Background: an optimization exercise with open tools, aiming at small area and a short achievable clock period. Do not read the settings as production practice.
In this exercise RTL edits were held to simulation tests only and were not proved equivalent to the original.
No activity file was given, so power comes from the tool's default toggle rates.

v23:
==> flow/design.v <==
module ucsbece154b_victim_cache #(
    parameter int unsigned ADDR_WIDTH = 56,
    parameter int unsigned LINE_WIDTH = 128,
    parameter int unsigned NR_ENTRIES = 8
) (
    input   logic                   clk_i,
    input   logic                   rst_ni,
    input   logic                   flush_i,
    input   logic                   en_i,
    input   logic [ADDR_WIDTH-1:0]  raddr_i,
    output  logic [LINE_WIDTH-1:0]  rdata_o,
    output  logic                   hit_o,
    input   logic                   we_i,
    input   logic [ADDR_WIDTH-1:0]  waddr_i,
    input   logic [LINE_WIDTH-1:0]  wdata_i
);
localparam int OFFSET_WIDTH = LINE_WIDTH/32;
localparam int TAG_SIZE = ADDR_WIDTH - OFFSET_WIDTH;
localparam int N = NR_ENTRIES;
logic [TAG_SIZE-1:0] rtag, wtag;
assign rtag = raddr_i[OFFSET_WIDTH +: TAG_SIZE];
assign wtag = waddr_i[OFFSET_WIDTH +: TAG_SIZE];
/*verilator lint_off UNUSED*/
wire unused = (|raddr_i[OFFSET_WIDTH-1:0])|(|waddr_i[OFFSET_WIDTH-1:0]);
/*verilator lint_on UNUSED*/
logic [N-1:0][LINE_WIDTH-1:0] data_q;
logic [N-1:0][TAG_SIZE-1:0]   tag_q;
logic [N-1:0]                 valid_q;
logic [N-1:0][N-1:0]          older_q;
logic [N-1:0] match, sel;
always_comb begin
    for (int i = 0; i < N; i++)
        match[i] = valid_q[i] && (tag_q[i] == rtag);
    for (int i = 0; i < N; i++) begin
        sel[i] = match[i];
        for (int j = 0; j < i; j++)
            if (match[j]) sel[i] = 1'b0;
    end
end
assign hit_o = en_i && (|match);
always_comb begin
    rdata_o = '0;
    for (int i = 0; i < N; i++)
        rdata_o = rdata_o | ({LINE_WIDTH{sel[i]}} & data_q[i]);
end
logic [N-1:0][N-1:0] older1, older2;
logic [N-1:0] victim;
logic clear;
assign clear = !rst_ni || flush_i || !en_i;
always_comb begin
    older1 = older_q;
    for (int i = 0; i < N; i++)
        for (int j = i+1; j < N; j++) begin
            if (sel[i]) older1[i][j] = 1'b0;
            if (sel[j]) older1[i][j] = 1'b1;
        end
    for (int i = 0; i < N; i++) begin
        victim[i] = 1'b1;
        for (int j = 0; j < N; j++) begin
            if (j > i && !older1[i][j]) victim[i] = 1'b0;
            if (j < i && older1[j][i]) victim[i] = 1'b0;
        end
    end
    older2 = older1;
    if (we_i)
        for (int i = 0; i < N; i++)
            for (int j = i+1; j < N; j++) begin
                if (victim[i]) older2[i][j] = 1'b0;
                if (victim[j]) older2[i][j] = 1'b1;
            end
end
always_ff @(posedge clk_i) begin
    if (clear) begin
        valid_q <= '0;
        for (int i = 0; i < N; i++)
            for (int j = 0; j < N; j++)
                older_q[i][j] <= 1'b1;
    end else begin
        for (int i = 0; i < N; i++)
            if (we_i && victim[i]) valid_q[i] <= 1'b1;
        older_q <= older2;
    end
end
always_ff @(posedge clk_i) begin
    for (int i = 0; i < N; i++)
        if (we_i && victim[i]) begin
            data_q[i] <= wdata_i;
            tag_q[i] <= wtag;
        end
end
endmodule
export LEC_CHECK = 0
export CAP_MARGIN = 20
export CORE_MARGIN = 2
export CORE_UTILIZATION = 65
export CTS_BUF_LIST = sky130_fd_sc_hd__clkbuf_4
export SLEW_MARGIN = 20
create_clock -name core_clock -period 28.0 [get_ports {clk_i}]
run.sh (not shown) runs the stock make flow with config.mk's settings and CLKGATE_MAP_FILE= SYNTH_SCRIPT=/design/flow/synth_recipe.tcl, a recipe that flattens the netlist after the stock synthesis.
> inputs changed (v23 -> v22)
- removing CTS_BUF_LIST (formerly sky130_fd_sc_hd__clkbuf_4)
==> flow/flow/run.sh (new file) <==
#!/bin/bash
# Layout flow: the standard synthesis unchanged, then the standard ORFS steps with
# small port buffers, a clock tree of clkbuf_16 leaf clusters without dummy loads,
# and timing repair that aims past the bare constraint.
set -euo pipefail
bash standard.sh synth > synth_make.log 2>&1
bash standard.sh \
  "BUFFER_PORTS_ARGS=-buffer_cell sky130_fd_sc_hd__buf_1" \
  "CTS_ARGS=-sink_clustering_enable -repair_clock_nets -dont_use_dummy_load -sink_clustering_size 20 -sink_clustering_max_diameter 60 -buf_list sky130_fd_sc_hd__clkbuf_16" \
  SETUP_SLACK_MARGIN=13.5 \
  finish > layout_make.log 2>&1
==> flow/standard.sh (new file) <==
#!/bin/bash
# synth_recipe.tcl (not shown) runs the flow's synth.tcl, then flattens the netlist and writes it again
# the make line also repeats each setting of config.mk as NAME=value (left out here)
make -C /OpenROAD-flow-scripts/flow DESIGN_CONFIG=/design/flow/config.mk WORK_HOME=/design/flow/orfs CLKGATE_MAP_FILE= SYNTH_SCRIPT=/design/flow/synth_recipe.tcl "${@:-finish}"
removed: flow/run.sh
Results
v22 vs. v23: leakage power total -about 7%, total track usage picked up an extra 0.34 points, synthesized cell count shows no meaningful change, length of routed met3 wiring decreased 3.5%.
Of v22 and v23, the lower met3 usage belongs to v22.
The power share of the clock group in v22 sits 6.2 points below the value recorded for v23.
Relative to v23, the via count of the first global-routing pass measured on v22 has decreased by a few percent.
What v42 does differently from v22 at the input level:
- CORE_UTILIZATION changed from 65 to 40
==> flow/run.sh (new file) <==
#!/bin/bash
# synth_recipe.tcl (not shown) runs the flow's synth.tcl, then flattens the netlist and writes it again
# the make line also repeats each setting of config.mk as NAME=value (left out here)
make -C /OpenROAD-flow-scripts/flow DESIGN_CONFIG=/design/flow/config.mk WORK_HOME=/design/flow/orfs CLKGATE_MAP_FILE= SYNTH_SCRIPT=/design/flow/synth_recipe.tcl finish
removed: flow/flow/run.sh
removed: flow/standard.sh
==> summary.txt <==
Changes observed in v42 relative to v22: final area climbed about 6%, worst path buffer plus inverter count climbed 1, core box area climbed 54000 sq um. v42 ran to completion and came out clean on the timing, DRC and antenna checks. In the flow results for v42 and v22, the weighted congestion at the end of routability-driven global placement is larger on v22. Initial antenna violation count delta for v42 relative to v22: 5 lower. Against v22, v42 reports a global-route usage that is lower. Row cell area power density: v42 higher / v22 lower. Of the two candidates, v22 has the better leakage power and v42 the worse one. Maximum clock skew at final layout (higher): v22.
Setup changes, v42 to v38
- changing CORE_UTILIZATION from 40 to 65
- setting CTS_BUF_LIST to sky130_fd_sc_hd__clkbuf_4 for the first time
==> flow/flow/run.sh (new file) <==
#!/bin/bash
# Layout flow: the standard synthesis unchanged, then the standard ORFS steps with
# small port buffers and timing repair that aims past the bare constraint.
set -euo pipefail
bash standard.sh synth > synth_make.log 2>&1
bash standard.sh \
  "BUFFER_PORTS_ARGS=-buffer_cell sky130_fd_sc_hd__buf_2" \
  SETUP_SLACK_MARGIN=14 \
  finish > layout_make.log 2>&1
==> flow/standard.sh (new file) <==
#!/bin/bash
# synth_recipe.tcl (not shown) runs the flow's synth.tcl, then flattens the netlist and writes it again
# the make line also repeats each setting of config.mk as NAME=value (left out here)
make -C /OpenROAD-flow-scripts/flow DESIGN_CONFIG=/design/flow/config.mk WORK_HOME=/design/flow/orfs CLKGATE_MAP_FILE= SYNTH_SCRIPT=/design/flow/synth_recipe.tcl "${@:-finish}"
removed: flow/run.sh
Diff v42..v38 | count of hold-fix buffers inserted at cts | unchanged
Against v42, post-detailed-routing wire length in v38 rose by a little under 10%.
In the tables for v42 and v38, fraction of final layout cells with drive strength greater than 1 reads higher with v38.
NOTE overall die width v42->v38 decreased by more than 10%
From v42 to v38 the numbers moved as follows: routed length on met2 went up by 11%; post-detailed-route DRC marker count neither gained nor lost much.
Fraction of area in registers essentially unchanged between v38 and v42.
Of v42 and v38, the lower later-pin clock latency in the skew report belongs to v42.
Worst-case setup slack after placement (v38 over v42): increase, 1210 ps

========
ucsbece154b_victim_cache, a different RTL version from the one above (not shown whole).
Size: about 3000 cells after synthesis.
Settings: LEC_CHECK=0, CAP_MARGIN=20, CORE_MARGIN=2, CORE_UTILIZATION=65, SLEW_MARGIN=20, SYNTH_HIERARCHICAL=1, SYNTH_MINIMUM_KEEP_SIZE=0; clock period 28.0 ns.
standard.sh (not shown) runs the stock make flow with config.mk's settings and CLKGATE_MAP_FILE= SYNTH_SCRIPT=/design/flow/synth_recipe.tcl, a recipe that flattens the netlist after the stock synthesis.
==> flow/flow/run.sh <==
#!/bin/bash
# Layout flow: the standard synthesis unchanged, then the standard ORFS steps with
# small port buffers, a clock tree of clkbuf_16 leaf clusters without dummy loads,
# and timing repair that aims past the bare constraint.
set -euo pipefail
bash standard.sh synth > synth_make.log 2>&1
bash standard.sh \
  "BUFFER_PORTS_ARGS=-buffer_cell sky130_fd_sc_hd__buf_1" \
  "CTS_ARGS=-sink_clustering_enable -repair_clock_nets -dont_use_dummy_load -sink_clustering_size 20 -sink_clustering_max_diameter 60 -buf_list sky130_fd_sc_hd__clkbuf_16" \
  SETUP_SLACK_MARGIN=13.5 \
  finish > layout_make.log 2>&1
The starting point produced a clean layout.
==> next run, changes <==
==> flow/flow/run.sh (replaced) <==
#!/bin/bash
# Layout flow: the standard synthesis unchanged, then the standard ORFS steps with
# small port buffers, a clock tree of clkbuf_8 leaf clusters without dummy loads,
# and timing repair that aims past the bare constraint.
set -euo pipefail
bash standard.sh synth > synth_make.log 2>&1
bash standard.sh \
  "BUFFER_PORTS_ARGS=-buffer_cell sky130_fd_sc_hd__buf_1" \
  "CTS_ARGS=-sink_clustering_enable -repair_clock_nets -dont_use_dummy_load -sink_clustering_size 16 -sink_clustering_max_diameter 40 -buf_list sky130_fd_sc_hd__clkbuf_8" \
  SETUP_SLACK_MARGIN=13.5 \
  finish > layout_make.log 2>&1
Effect:
- hold slack loses 0.0059 ns
- design area falls by 0.36%
- critical path depth falls by 2
- wire length rises by 0.39%
- count of clock-buffer cells in the layout rises by 59
- core utilization falls by 0.26 points
- non-clock buffer count rises by 4
- synthesized area stays the same
- combinational power hardly moves
==> next run, changes <==
==> flow/flow/run.sh (replaced) <==
#!/bin/bash
# Layout flow: the standard synthesis unchanged, then the standard ORFS steps with
# small port buffers, a clock tree of small clkbuf_4 leaf clusters without dummy
# loads, and timing repair that aims past the bare constraint.
set -euo pipefail
bash standard.sh synth > synth_make.log 2>&1
bash standard.sh \
  "BUFFER_PORTS_ARGS=-buffer_cell sky130_fd_sc_hd__buf_1" \
  "CTS_ARGS=-sink_clustering_enable -repair_clock_nets -dont_use_dummy_load -sink_clustering_size 10 -sink_clustering_max_diameter 35 -buf_list sky130_fd_sc_hd__clkbuf_4" \
  SETUP_SLACK_MARGIN=13.75 \
  finish > layout_make.log 2>&1
Result: The new run finished clean; die area stays the same; area after synthesis does not change; wire length rises by about 5.4%; fmax rises by 1.3%; worst setup slack improves by 0.18 ns; clock-buffer cell count rises by 35; clock skew rises by 0.037 ns; total power falls by about 5%; non-clock buffer count rises by 37.

========
## P
Another version of the RTL of ucsbece154b_victim_cache (not shown whole).
Size: ~1500 flip-flops, roughly 370 I/O pins.
// ucsbece154b_victim_cache
module ucsbece154b_victim_cache #(
    parameter int unsigned ADDR_WIDTH = 56,
    parameter int unsigned LINE_WIDTH = 128,
    parameter int unsigned NR_ENTRIES = 8
) (
    input   logic                   clk_i,
    input   logic                   rst_ni,
    input   logic                   flush_i,
    input   logic                   en_i,
    input   logic [ADDR_WIDTH-1:0]  raddr_i,
    output  logic [LINE_WIDTH-1:0]  rdata_o,
    output  logic                   hit_o,
    input   logic                   we_i,
    input   logic [ADDR_WIDTH-1:0]  waddr_i,
    input   logic [LINE_WIDTH-1:0]  wdata_i
);
export LEC_CHECK = 0
export CAP_MARGIN = 20
export CORE_MARGIN = 2
export CORE_UTILIZATION = 65
export SLEW_MARGIN = 20
export SYNTH_HIERARCHICAL = 1
export SYNTH_MINIMUM_KEEP_SIZE = 0
create_clock -name core_clock -period 28.0 [get_ports {clk_i}]
==> flow/flow/run.sh <==
#!/bin/bash
# Layout flow: the standard synthesis unchanged, then the standard ORFS steps with
# small port buffers, a clock tree of small clkbuf_4 leaf clusters without dummy
# loads, and timing repair that aims past the bare constraint.
set -euo pipefail
bash standard.sh synth > synth_make.log 2>&1
bash standard.sh \
  "BUFFER_PORTS_ARGS=-buffer_cell sky130_fd_sc_hd__buf_1" \
  "CTS_ARGS=-sink_clustering_enable -repair_clock_nets -dont_use_dummy_load -sink_clustering_size 10 -sink_clustering_max_diameter 60 -buf_list sky130_fd_sc_hd__clkbuf_4" \
  SETUP_SLACK_MARGIN=14.0 \
  finish > layout_make.log 2>&1
The following lists how Q was set up differently from P:
-- flow/flow/run.sh --
<<< P, line 9
  "CTS_ARGS=-sink_clustering_enable -repair_clock_nets -dont_use_dummy_load -sink_clustering_size 10 -sink_clustering_max_diameter 60 -buf_list sky130_fd_sc_hd__clkbuf_4" \
>>> Q, line 9
  "CTS_ARGS=-sink_clustering_enable -repair_clock_nets -dont_use_dummy_load -sink_clustering_size 10 -sink_clustering_max_diameter 35 -buf_list sky130_fd_sc_hd__clkbuf_4" \
--- outcome ---
Every stage of the flow completed for Q, and the final layout passed the timing, DRC and antenna checks.
P reached the final stage; the timing, DRC and antenna checks on its layout passed.
In the metrics for Q and P, the one carrying the lower clock-buffer cell count is P.
Where design area is concerned, P is better than Q.
Area of the multi-input gates | Q below P
Diff P..Q | detailed-route via count | negligible
Number of inserted filler cells in the final layout: Q vs P, no meaningful difference
Looking at measured slew at the worst slew-check pin, Q sits above P.

[static timing again, ports no longer ideal]
Ports are ideal in the flow. The routed layouts listed here were re-timed in OpenROAD.
Step 1, drivers: a clkbuf_16 drives clk_i and a buf_2 each remaining input, both assumed.
Step 2 moves the port delays by t, midway between the first and last clock arrival at a register: inputs arrive t later, outputs are due t later. That takes back most of the time a late clock gives input paths.
Three values: ideal, step 1, step 2; two values: the first two.
run	t, ns	slack for setup (ns)	clock arrival spread, ns
v23	1.238	10.447 / 10.422 / 10.422	0.089 / 0.088
v22	0.720	13.523 / 13.421 / 13.421	0.078 / 0.078
v42	0.843	10.359 / 10.325 / 10.325	0.027 / 0.028
v38	1.262	13.706 / 13.655 / 13.655	0.101 / 0.101
the first run of note 2	0.714	13.513 / 13.491 / 13.491	0.074 / 0.074
the second run of note 2	0.858	13.566 / 13.536 / 13.536	0.095 / 0.094
the third run of note 2	1.154	13.749 / 13.713 / 13.713	0.131 / 0.132
P	1.130	13.963 / 13.940 / 13.940	0.088 / 0.087
Q	1.163	14.030 / 14.005 / 14.005	0.116 / 0.116
After both steps every run listed still meets setup and hold. For v22, which loses most, drivers alone change the setup slack by -0.102 ns; drivers and shift together by -0.102 ns.
